Context: an optimization exercise on an open-source flow, tuned for a short achievable clock period and few clock cycles per item. The choices shown serve that exercise and are no tape-out recipe.
Function was checked by simulation only, so behaviour that the tests miss may differ from the original.
The flow treats the clock pin as an ideal source, which a real chip does not have.
No activity file was given, so power comes from the tool's default toggle rates.

// processor
module processor (
    input clk, reset,
    output [7:0] pc,
    input [31:0] instruction,
    output [31:0] Result,
    output result_valid
    );
Size: roughly 14000 cells after synthesis, about 5900 flip-flops, roughly 75 I/O pins.
export LEC_CHECK = 0
export CAP_MARGIN = 40
export CORE_MARGIN = 2
export CORE_UTILIZATION = 45
export GPL_ROUTABILITY_DRIVEN = 1
export GPL_TIMING_DRIVEN = 1
export SETUP_SLACK_MARGIN = 5
export SLEW_MARGIN = 60
export SYNTH_HIERARCHICAL = 1
export TNS_END_PERCENT = 100
create_clock -name core_clock -period 10.0 [get_ports {clk}]
standard.sh (not shown) runs the stock make flow with config.mk's settings and CLKGATE_MAP_FILE= SYNTH_SCRIPT=/design/flow/synth_recipe.tcl, a recipe that flattens the netlist after the stock synthesis.
==> flow/flow/run.sh <==
#!/bin/bash
# Layout: the standard flow (standard.sh) run in steps, with
#  - timing repair aimed well below the 10 ns clock (repair_timing's setup
#    margin on make's command line),
#  - one more round of timing repair after clock tree synthesis
#    (flow/repair.tcl),
#  - antenna diodes with a ratio margin after global routing
#    (flow/antenna.tcl), so detailed routing normally runs once.
# The SDC is the design's, unchanged. Each step logs to its own file here.
set -euo pipefail
M=6.7
R=orfs/results/sky130hd/processor/base
bash standard.sh SETUP_SLACK_MARGIN=$M cts > make_cts.log 2>&1
RESULTS=$R SETUP_MARGIN=$M SLEW_M=0 CAP_M=0 openroad -exit flow/repair.tcl > repair.log 2>&1
bash standard.sh SETUP_SLACK_MARGIN=$M grt > make_grt.log 2>&1
RESULTS=$R openroad -exit flow/antenna.tcl > antenna.log 2>&1
bash standard.sh SETUP_SLACK_MARGIN=$M finish > make_finish.log 2>&1
Other scripts of this flow, unchanged in this note and not shown: flow/flow/antenna.tcl, flow/flow/repair.tcl
Testbench counts at the start, summed over its fixed seeds: cycles 130,094, instrs 128,000.
==> next run, changes <==
--- a/flow/flow/run.sh
+++ b/flow/flow/run.sh
@@ -6,9 +6,18 @@
 #    (flow/repair.tcl),
 #  - antenna diodes with a ratio margin after global routing
-#    (flow/antenna.tcl), so detailed routing normally runs once.
+#    (flow/antenna.tcl), so detailed routing normally runs once,
+#  - after placement, each flip-flop that drives an output port's buffer
+#    moved next to that buffer (flow/outflops.tcl). The clock tree is built
+#    afterwards as usual and reaches these flip-flops like all others.
+#  - synthesis without the platform's adder mapping (ADDER_MAP_FILE empty:
+#    adders are left to abc as plain gates instead of full/half adder
+#    cells). Otherwise it is standard.sh's synthesis: the same registers.
 # The SDC is the design's, unchanged. Each step logs to its own file here.
 set -euo pipefail
 M=6.7
 R=orfs/results/sky130hd/processor/base
+bash standard.sh SETUP_SLACK_MARGIN=$M ADDER_MAP_FILE= synth > make_synth.log 2>&1
+bash standard.sh SETUP_SLACK_MARGIN=$M place > make_place.log 2>&1
+RESULTS=$R openroad -exit flow/outflops.tcl > outflops.log 2>&1
 bash standard.sh SETUP_SLACK_MARGIN=$M cts > make_cts.log 2>&1
 RESULTS=$R SETUP_MARGIN=$M SLEW_M=0 CAP_M=0 openroad -exit flow/repair.tcl > repair.log 2>&1
==> flow/flow/outflops.tcl (new file) <==
# Move each flip-flop that drives an output port (through the port's buffer)
# next to that buffer, then legalize. Reads and writes RESULTS/3_place.odb.
set plat $::env(FLOW_HOME)/platforms/sky130hd
set res $::env(RESULTS)
read_lef $plat/lef/sky130_fd_sc_hd.tlef
read_lef $plat/lef/sky130_fd_sc_hd_merged.lef
read_liberty $plat/lib/sky130_fd_sc_hd__tt_025C_1v80.lib
read_db $res/3_place.odb
read_sdc $res/3_place.sdc
source $plat/setRC.tcl
set block [ord::get_db_block]
set moved 0
foreach bt [$block getBTerms] {
  if {[$bt getIoType] ne "OUTPUT"} { continue }
  set net [$bt getNet]
  set drv ""
  foreach it [$net getITerms] { if {[$it isOutputSignal]} { set drv [$it getInst] } }
  if {$drv eq ""} { continue }
  # the port buffer's input net and the cell driving it
  set inet ""
  foreach it [$drv getITerms] { if {[$it isInputSignal] && [$it getNet] ne "NULL"} { set inet [$it getNet] } }
  if {$inet eq ""} { continue }
  set src ""
  foreach it [$inet getITerms] { if {[$it isOutputSignal]} { set src [$it getInst] } }
  if {$src eq ""} { continue }
  if {![string match "*dfxtp*" [[$src getMaster] getName]]} { continue }
  # a flip-flop driving few other cells (the pc register also feeds its
  # incrementer)
  if {[llength [$inet getITerms]] > 6} { continue }
  set loc [$drv getLocation]
  $src setLocation [lindex $loc 0] [lindex $loc 1]
  $src setPlacementStatus PLACED
  incr moved
}
puts "moved $moved output flip-flops"
detailed_placement
check_placement -verbose
estimate_parasitics -placement
write_db $res/3_place.odb
CTS_CLUSTER_DIAMETER = 150   (was default)
CTS_CLUSTER_SIZE = 20   (was default)
=> The changed run finished with timing, DRC and antenna clean. Die area decreases slightly. Sequential cell count is unchanged. Design area decreases by a few percent. Clock-buffer cell count decreases by 300. Routed wire length decreases by a few percent. Setup slack gets better by 0.17 ns. Sequential power hardly moves. Clock power decreases by a quarter to a third. Maximum frequency increases by a few percent. Clock skew increases by 0.014 ns. Utilization decreases by 2.0 points.
==> next run, changes <==
CORE_UTILIZATION = 50   (was 45)
After rerunning:
- The changed run passed the timing, design-rule and antenna checks
- power increases by 0.60%
- non-clock buffer count increases by 98
- worst setup slack gets worse by 0.039 ns
- final area increases by 0.53%
==> next run, changes <==
CORE_UTILIZATION = 45   (was 50)
CTS_CLUSTER_DIAMETER = default   (was 150)
CTS_CLUSTER_SIZE = default   (was 20)
Result: The changed run completed with no timing, DRC or antenna violations. Design area grows by 3.1%. Via count fell by 0.63%. Maximum frequency stays flat. Global-route usage goes down by 4.3 points. Total power rises by 13%.


processor, a different RTL version from the one above (not shown whole).
For scale: roughly 14000 cells after synthesis, about 5900 flip-flops, about 75 I/O pins, roughly 0.23 mm² of cells after synthesis.
## processor
module processor (
    input clk, reset,
    output [7:0] pc,
    input [31:0] instruction,
    output [31:0] Result,
    output result_valid
    );
export LEC_CHECK = 0
export CAP_MARGIN = 40
export CORE_MARGIN = 2
export CORE_UTILIZATION = 45
export GPL_ROUTABILITY_DRIVEN = 1
export GPL_TIMING_DRIVEN = 1
export SETUP_SLACK_MARGIN = 5
export SLEW_MARGIN = 60
export SYNTH_HIERARCHICAL = 1
export TNS_END_PERCENT = 100
create_clock -name core_clock -period 10.0 [get_ports {clk}]
==> flow/flow/run.sh <==
#!/bin/bash
# Layout: the standard flow (standard.sh) run in steps, with
#  - timing repair aimed well below the 10 ns clock (repair_timing's setup
#    margin on make's command line),
#  - one more round of timing repair after clock tree synthesis
#    (flow/repair.tcl),
#  - antenna diodes with a ratio margin after global routing
#    (flow/antenna.tcl), so detailed routing normally runs once,
#  - after placement, each flip-flop that drives an output port's buffer
#    moved next to that buffer (flow/outflops.tcl). The clock tree is built
#    afterwards as usual and reaches these flip-flops like all others.
# The SDC is the design's, unchanged. Each step logs to its own file here.
set -euo pipefail
M=6.7
R=orfs/results/sky130hd/processor/base
bash standard.sh SETUP_SLACK_MARGIN=$M place > make_place.log 2>&1
RESULTS=$R openroad -exit flow/outflops.tcl > outflops.log 2>&1
bash standard.sh SETUP_SLACK_MARGIN=$M cts > make_cts.log 2>&1
RESULTS=$R SETUP_MARGIN=$M SLEW_M=0 CAP_M=0 openroad -exit flow/repair.tcl > repair.log 2>&1
bash standard.sh SETUP_SLACK_MARGIN=$M grt > make_grt.log 2>&1
RESULTS=$R openroad -exit flow/antenna.tcl > antenna.log 2>&1
bash standard.sh SETUP_SLACK_MARGIN=$M finish > make_finish.log 2>&1
Other scripts of this flow, unchanged in this note and not shown: flow/flow/antenna.tcl, flow/flow/outflops.tcl, flow/flow/repair.tcl
Testbench counts at the start, summed over its fixed seeds: cycles 130,468, instrs 128,000.
Edit:
--- a/flow/flow/run.sh
+++ b/flow/flow/run.sh
@@ -10,8 +10,12 @@
 #    moved next to that buffer (flow/outflops.tcl). The clock tree is built
 #    afterwards as usual and reaches these flip-flops like all others.
+#  - synthesis without the platform's adder mapping (ADDER_MAP_FILE empty:
+#    adders are left to abc as plain gates instead of full/half adder
+#    cells). Otherwise it is standard.sh's synthesis: the same registers.
 # The SDC is the design's, unchanged. Each step logs to its own file here.
 set -euo pipefail
 M=6.7
 R=orfs/results/sky130hd/processor/base
+bash standard.sh SETUP_SLACK_MARGIN=$M ADDER_MAP_FILE= synth > make_synth.log 2>&1
 bash standard.sh SETUP_SLACK_MARGIN=$M place > make_place.log 2>&1
 RESULTS=$R openroad -exit flow/outflops.tcl > outflops.log 2>&1
- CTS_CLUSTER_DIAMETER: default -> 150
- CTS_CLUSTER_SIZE: default -> 20
Die area barely changes.
Critical path depth stays the same.
Worst hold slack gains 0.014 ns.
Power falls by roughly a tenth.
Count of clock-buffer cells in the layout falls by 298.
Wire length rises by a few percent.
Design area falls by a few percent.
Register-to-register slack gains 0.12 ns.
Non-clock buffer count falls by 19.
Edit:
- CTS_CLUSTER_DIAMETER: 150 -> default
- CTS_CLUSTER_SIZE: 20 -> default
Clock-buffer cell count is higher by 289. Non-clock buffer count goes down by 60. Sequential share of layout area falls by 2.1 points.

-- static timing again, ports no longer ideal --
The results above use ideal ports. As a check the final layouts listed here were re-extracted and re-timed, cells and wires unchanged. Step 1 assumes that a clkbuf_16 drives the clock port and a buf_2 every other input. Step 2, shift: input delay + t, output delay - t, t = (earliest + latest rising clock arrival at the registers) / 2. This alone moves slack from input paths to output paths. Three values: no drivers, after step 1, after step 2; two values: the first two.
| run | shift t [ns] | setup WS [ns] | worst setup path after step 2 | latest minus earliest clock arrival (ns) | worst register clock-pin slew, ns |
|---|---|---|---|---|---|
| the first run of note 1 | 1.223 | 6.310 / 6.189 / 5.715 | input to register | 0.098 / 0.098 | 0.07 / 0.07 |
| the second run of note 1 | 1.141 | 6.485 / 6.365 / 5.604 | input to register | 0.113 / 0.113 | 0.10 / 0.10 |
| the third run of note 1 | 1.102 | 6.446 / 6.365 / 5.706 | input to register | 0.123 / 0.123 | 0.10 / 0.10 |
| the fourth run of note 1 | 1.205 | 6.441 / 6.313 / 5.555 | input to register | 0.092 / 0.092 | 0.07 / 0.07 |
| the first run of note 2 | 1.187 | 6.468 / 6.344 / 5.728 | input to register | 0.099 / 0.099 | 0.07 / 0.07 |
| the second run of note 2 | 1.152 | 6.473 / 6.337 / 5.577 | input to register | 0.115 / 0.115 | 0.09 / 0.09 |
| the third run of note 2 | 1.233 | 6.376 / 6.242 / 5.560 | input to register | 0.127 / 0.126 | 0.07 / 0.07 |
After both steps setup and hold are still met in every run listed. For the second run of note 2, which loses most, drivers alone change the setup slack by -0.136 ns; drivers and shift together by -0.896 ns.
